This is an optimization exercise on Yosys and OpenROAD, whose aim is small area, not a production implementation. The RTL was checked by simulation tests, not by an equivalence proof against the original design. Power is estimated from default activity; no workload was simulated.

== v45 ==
==> flow/design.v (excerpt) <==
module money(reset,CLK, M0, M1, M2, M3, M4, M5, ti , wi, ci, B1, B2, B3, C1, C2, C3, C4, rr, out, To, Wo, Co, Bo, C, so, RRo);
Size in the first run: roughly 350 cells after synthesis, ~34 flip-flops, about 50 I/O pins, roughly 2400 µm² of cells after synthesis.
Settings: LEC_CHECK=0, ABC_AREA=1, CAP_MARGIN=20, CORE_MARGIN=2, CORE_UTILIZATION=70, GPL_TIMING_DRIVEN=0, SLEW_MARGIN=20; clock period 5.0 ns.
run.sh (not shown) runs the stock make flow with config.mk's settings and CLKGATE_MAP_FILE= SYNTH_SCRIPT=/design/flow/synth_recipe.tcl, a recipe that flattens the netlist after the stock synthesis.
Stage in which a tool error killed v45: global routing (5_1_grt).
Modified inputs, v3 compared to v45
- ABC_AREA no longer set, was 1
- GPL_TIMING_DRIVEN no longer set, was 0
- CORE_UTILIZATION now 40, was 70
==> flow/flow/run.sh (new file) <==
#!/bin/bash
# Own layout flow: the standard ORFS flow (standard.sh) with
#  - an area-oriented ABC mapping script for the combinational logic
#    (flip-flops are mapped by Yosys as in the standard synthesis, so their
#    names and cell types are unchanged),
#  - port buffers of the smallest buffer cell.
set -euo pipefail
W=$PWD
rm -rf "$W/myscripts"
cp -r "$FLOW_HOME/scripts" "$W/myscripts"
python3 - "$W/myscripts/synth_preamble.tcl" <<'PY'
import sys
p = sys.argv[1]
s = open(p).read()
key = "# Create argument list for stat"
assert key in s
s = s.replace(key, "if { [info exists ::env(MY_ABC_SCRIPT)] } {\n  set abc_script $::env(MY_ABC_SCRIPT)\n}\n" + key, 1)
open(p, "w").write(s)
PY
export SCRIPTS_DIR="$W/myscripts"
export MY_ABC_SCRIPT="$W/flow/abc.script"
if [[ -f "$W/flow/buffer_ports_args" ]]; then
  export BUFFER_PORTS_ARGS="$(cat "$W/flow/buffer_ports_args")"
fi
bash "$W/standard.sh" finish > "$W/flow_make.log" 2>&1
==> flow/flow/abc.script (new file) <==
strash
dch
map -a
==> flow/flow/buffer_ports_args (new file) <==
-buffer_cell sky130_fd_sc_hd__buf_1
==> flow/standard.sh (new file) <==
#!/bin/bash
# synth_recipe.tcl (not shown) runs the flow's synth.tcl, then flattens the netlist and writes it again
# the make line also repeats each setting of config.mk as NAME=value (left out here)
make -C /OpenROAD-flow-scripts/flow DESIGN_CONFIG=/design/flow/config.mk WORK_HOME=/design/flow/orfs CLKGATE_MAP_FILE= SYNTH_SCRIPT=/design/flow/synth_recipe.tcl "${@:-finish}"
removed: flow/run.sh
==> comparison <==
The final layout from v3, which completed every stage, passed the timing, design-rule and antenna checks at the end of the flow.
For die height, dividing the value from v3 by the value from v45 gives 1.16.
Compared with v45, v3 shows post-CTS setup buffer count higher by 1.
The area after synthesis of v3 was superior to that of v45.
## Diff of input files: v10 against v3
- GPL_TIMING_DRIVEN now 0, previously not set
Results
- v10 finished all stages; however, its layout fails the closing checks, the failures being negative setup slack.
- The lower share of power burned in the clock network of v10 and v3 is in v3.
- Relative to v3, wire length has gone down in v10.
- On v10: total routing usage reported by global routing is 0.77 points lower than what v3 gave.
- In v10, the met1 routing resource usage after global routing came out 1.1 points below the value in v3.
- In the reports for v10 and v3, the larger maximum frequency belongs to v3.
- Final worst setup slack: lower on v10
Setup changes, v10 to v5
- clearing GPL_TIMING_DRIVEN, which used to be 0
==> flow/run.sh (new file) <==
#!/bin/bash
# synth_recipe.tcl (not shown) runs the flow's synth.tcl, then flattens the netlist and writes it again
# the make line also repeats each setting of config.mk as NAME=value (left out here)
make -C /OpenROAD-flow-scripts/flow DESIGN_CONFIG=/design/flow/config.mk WORK_HOME=/design/flow/orfs CLKGATE_MAP_FILE= SYNTH_SCRIPT=/design/flow/synth_recipe.tcl finish
removed: flow/flow/run.sh
removed: flow/flow/abc.script
removed: flow/flow/buffer_ports_args
removed: flow/standard.sh
==> comparison <==
v5 finished every step from synthesis to the final layout, and the layout passed the timing, design-rule and antenna checks. Routability congestion estimate from global placement ends up lower on v10. v5 against v10: final period utilization fell by 6.9 points, post-cts gate resize count lost 29, leakage power figure shows an increase of 0.23 nW, global-route usage now larger, final worst hold slack picked up an extra 4.0 ps. Measured against v5, the global-route wire length before repair of v10 comes out at 0.75 times the reference value. Final instance count without filler cells was lower in v10 than in v5. When v5 is measured against v10, its final setup skew turns out 3.6 ps lower. Comparing v10 and v5, the lower combinational power is on v10. Compared with v10, v5 shows a clock power that is about 30% lower. v5 ended up with compound AO/OA/AOI/OAI gates as its dominant combinational cell family by area after synthesis; v10 ended up with simple AND/OR/NAND/NOR gates.

money, a different RTL version from the one above (not shown whole).
Size in the first run: roughly 250 cells after synthesis, roughly 34 flip-flops, about 50 I/O pins, about 1800 µm² of cells after synthesis.
==> flow/config.mk <==
export PLATFORM = sky130hd
export DESIGN_NAME = money
export DESIGN_NICKNAME = money
export VERILOG_FILES = /design/flow/design.v
export SDC_FILE = /design/flow/constraint.sdc
export NUM_CORES = 4
export LEC_CHECK = 0
export CAP_MARGIN = 20
export CORE_MARGIN = 2
export CORE_UTILIZATION = 40
export GPL_TIMING_DRIVEN = 0
export SLEW_MARGIN = 20
==> flow/constraint.sdc <==
create_clock -name core_clock -period 5.0 [get_ports {CLK}]
set_input_delay 1.0000 -clock core_clock [delete_from_list [all_inputs] [get_ports {CLK}]]
set_output_delay 1.0000 -clock core_clock [all_outputs]
set_load 0.01 [all_outputs]
standard.sh (not shown) runs the stock make flow with config.mk's settings and CLKGATE_MAP_FILE= SYNTH_SCRIPT=/design/flow/synth_recipe.tcl, a recipe that flattens the netlist after the stock synthesis.
==> flow/flow/run.sh <==
#!/bin/bash
# Own layout flow: the standard ORFS flow (standard.sh) with
#  - the combinational logic mapped by whichever ABC script in flow/abc/
#    gives the smallest cell area while its netlist meets the clock before
#    layout (flip-flops are mapped by Yosys exactly as in the standard
#    synthesis, so their names and cell types are unchanged),
#  - extra settings from flow/env.sh (port buffer cell, clock tree options,
#    area recovery),
#  - timing repair aiming at a negative setup margin first (see below).
# ORFS logs each tool under orfs/logs/; make's output of each synthesis try
# goes to try_<script>.log and of the layout to flow_make*.log; the choices
# are logged in choose.log.
set -euo pipefail
W=$PWD
rm -rf "$W/myscripts"
cp -r "$FLOW_HOME/scripts" "$W/myscripts"
python3 - "$W/myscripts/synth_preamble.tcl" <<'PY'
import sys
p = sys.argv[1]
s = open(p).read()
key = "# Create argument list for stat"
assert key in s
s = s.replace(key, "if { [info exists ::env(MY_ABC_SCRIPT)] } {\n  set abc_script $::env(MY_ABC_SCRIPT)\n}\n" + key, 1)
open(p, "w").write(s)
PY
export SCRIPTS_DIR="$W/myscripts"
if [[ -f "$W/flow/env.sh" ]]; then
  source "$W/flow/env.sh"
fi
RES="$W/orfs/results/$FLOW_PLATFORM/money/base"
REP="$W/orfs/reports/$FLOW_PLATFORM/money/base"
PLAT="$FLOW_HOME/platforms/$FLOW_PLATFORM"
LIB="$PLAT/lib/sky130_fd_sc_hd__tt_025C_1v80.lib"
: > "$W/choose.log"
for s in "$W"/flow/abc/*.script; do
  name=$(basename "$s" .script)
  rm -rf "$W/orfs"
  if ! MY_ABC_SCRIPT="$s" timeout 600 bash "$W/standard.sh" synth > "$W/try_$name.log" 2>&1; then
    echo "$name failed" >> "$W/choose.log"
    continue
  fi
  area=$(grep "Chip area" "$REP/synth_stat.txt" | awk '{print $NF}')
  cat > "$W/sta_$name.tcl" <<EOT
read_lef $PLAT/lef/sky130_fd_sc_hd.tlef
read_lef $PLAT/lef/sky130_fd_sc_hd_merged.lef
read_liberty $LIB
read_verilog $RES/1_2_yosys.v
link_design $FLOW_TOP
read_sdc $FLOW_SDC
set_driving_cell -lib_cell sky130_fd_sc_hd__buf_1 [delete_from_list [all_inputs] [get_ports CLK]]
report_worst_slack -max -digits 3
EOT
  slack=$(openroad -no_init -exit "$W/sta_$name.tcl" 2>&1 | tee "$W/sta_$name.log" | awk '/^worst slack max/ {print $4}' || true)
  echo "$name $area $slack" >> "$W/choose.log"
done
best=$(python3 - "$W/choose.log" <<'PY'
import sys
rows = []
for line in open(sys.argv[1]):
    f = line.split()
    if len(f) == 3:
        try:
            rows.append((f[0], float(f[1]), float(f[2])))
        except ValueError:
            pass
ok = [r for r in rows if r[2] >= 0.3]
if ok:
    print(min(ok, key=lambda r: (r[1], r[0]))[0])
else:
    print(max(rows, key=lambda r: (r[2], -r[1]))[0])
PY
)
echo "chosen $best" >> "$W/choose.log"
export MY_ABC_SCRIPT="$W/flow/abc/$best.script"
# Timing repair during the layout works from estimated parasitics that are
# pessimistic here, so it first aims below zero slack and only aims higher if
# ORFS's final report (extracted parasitics) shows too little slack left.
for m in -0.4 -0.3 -0.2 -0.1 0; do
  rm -rf "$W/orfs" "$W/out/final.def"
  bash "$W/standard.sh" SETUP_SLACK_MARGIN=$m finish > "$W/flow_make_$m.log" 2>&1
  fslack=$(awk '/^worst slack max/ {print $4}' "$REP/6_finish.rpt" | head -1 || true)
  echo "setup margin $m: final worst slack by ORFS: $fslack" >> "$W/choose.log"
  if python3 -c "import sys; sys.exit(0 if float('${fslack:-x}') >= 0.2 else 1)" 2>/dev/null; then
    break
  fi
done
Other scripts of this flow, unchanged in this note and not shown: flow/flow/abc/abc2.script, flow/flow/abc/abc6.script, flow/flow/abc/s3.script, flow/flow/abc/s7.script, flow/flow/abc/s9.script, flow/flow/abc/t2.script, flow/flow/abc/u1.script, flow/flow/abc/u2.script, flow/flow/abc/u5.script, flow/flow/abc/v1.script, flow/flow/abc/v2.script, flow/flow/abc/v7.script, flow/flow/env.sh
The first run finished clean.
Rerun with:
--- a/flow/flow/run.sh
+++ b/flow/flow/run.sh
@@ -3,4 +3,5 @@
-#  - the combinational logic mapped by whichever ABC script in flow/abc/
-#    gives the smallest cell area while its netlist meets the clock before
-#    layout (flip-flops are mapped by Yosys exactly as in the standard
-#    synthesis, so their names and cell types are unchanged),
+#  - the combinational logic mapped by whichever ABC script in flow/abc/,
+#    with or without Yosys's adder extraction, gives the smallest cell area
+#    while its netlist has at least 0.1 ns of setup slack before layout
+#    (flip-flops are mapped by Yosys exactly as in the standard synthesis,
+#    so their names and cell types are unchanged),
@@ -34,0 +36,2 @@
+# Each ABC script is tried with Yosys's full-adder extraction (std) and
+# without it (noadd, ADDER_MAP_FILE empty).
@@ -36 +39,3 @@
-  name=$(basename "$s" .script)
+ for mode in std noadd; do
+  name=$(basename "$s" .script)_$mode
+  if [[ $mode == noadd ]]; then extra=(ADDER_MAP_FILE=); else extra=(); fi
@@ -38 +43 @@
-  if ! MY_ABC_SCRIPT="$s" timeout 600 bash "$W/standard.sh" synth > "$W/try_$name.log" 2>&1; then
+  if ! MY_ABC_SCRIPT="$s" timeout 600 bash "$W/standard.sh" "${extra[@]}" synth > "$W/try_$name.log" 2>&1; then
@@ -54,0 +60 @@
+ done
@@ -66 +72 @@
-ok = [r for r in rows if r[2] >= 0.3]
+ok = [r for r in rows if r[2] >= 0.1]
@@ -74 +80,2 @@
-export MY_ABC_SCRIPT="$W/flow/abc/$best.script"
+export MY_ABC_SCRIPT="$W/flow/abc/${best%_*}.script"
+if [[ ${best##*_} == noadd ]]; then extra=(ADDER_MAP_FILE=); else extra=(); fi
@@ -80 +87 @@
-  bash "$W/standard.sh" SETUP_SLACK_MARGIN=$m finish > "$W/flow_make_$m.log" 2>&1
+  bash "$W/standard.sh" "${extra[@]}" SETUP_SLACK_MARGIN=$m finish > "$W/flow_make_$m.log" 2>&1
==> flow/flow/abc/w4.script (new file) <==
strash
fraig
dch -f
amap
strash
dch -f
amap
strash
dch -f
amap
==> flow/flow/abc/w6.script (new file) <==
strash
fraig
strash
dch -f
amap
mfs
strash
dch -f
amap
mfs
strash
dch -f
amap
==> flow/flow/abc/x1.script (new file) <==
strash
fraig
strash
dch -f
amap
mfs
strash
dch -f
amap
mfs
strash
dch -f
amap
mfs
strash
dch -f
amap
The changed run finished clean.
Routed wire length is higher by 4.0%.
Count of clock-buffer cells in the layout is unchanged.
Via count is higher by 2.1%.
Rerun with:
--- a/flow/flow/run.sh
+++ b/flow/flow/run.sh
@@ -5 +5 @@
-#    while its netlist has at least 0.1 ns of setup slack before layout
+#    while its netlist has at least 0.3 ns of setup slack before layout
@@ -72 +72 @@
-ok = [r for r in rows if r[2] >= 0.1]
+ok = [r for r in rows if r[2] >= 0.3]
Design area falls by 1.2%.
Synthesized cell count rose by about 3.5%.
Global-route usage fell by 0.81 points.
Final cell count rose by 1.6%.
Worst setup slack is worse by 44 ps.
Utilization is lower by 0.92 points.
Via count climbs by 0.86%.

[re-timing with driven ports]
Ports are ideal in the flow. The routed layouts listed here were re-timed in OpenROAD.
Step 1: set_driving_cell puts a clkbuf_16 on CLK and a buf_2 on each other input, an assumption about the parent block.
Step 2 moves the port delays by t, midway between the first and last clock arrival at a register: inputs arrive t later, outputs are due t later. That takes back most of the time a late clock gives input paths.
a / b / c = ideal / step 1 / step 2; a / b = the first two.
run | t, ns | setup WS [ns] | worst data-port slew with drivers (ns) | pins driven straight from the clock port
v3 | 0.318 | 0.095 / 0.105 / -0.212 | 0.03 | 1
v10 | 0.321 | -0.131 / -0.135 / -0.456 | 0.04 | 1
v5 | 0.321 | 0.217 / 0.222 / -0.099 | 0.04 | 1
the first run of note 2 | 0.358 | 0.252 / 0.252 / -0.075 | 0.03 | 1
the second run of note 2 | 0.355 | 0.290 / 0.290 / 0.043 | 0.04 | 1
the third run of note 2 | 0.353 | 0.246 / 0.246 / 0.057 | 0.03 | 1
Met with ideal ports but missed after step 2: setup timing in v3, v5 and the first run of note 2. The setup slack of the first run of note 2, which loses most, moves by 0.000 ns with the drivers and by -0.327 ns with both steps.
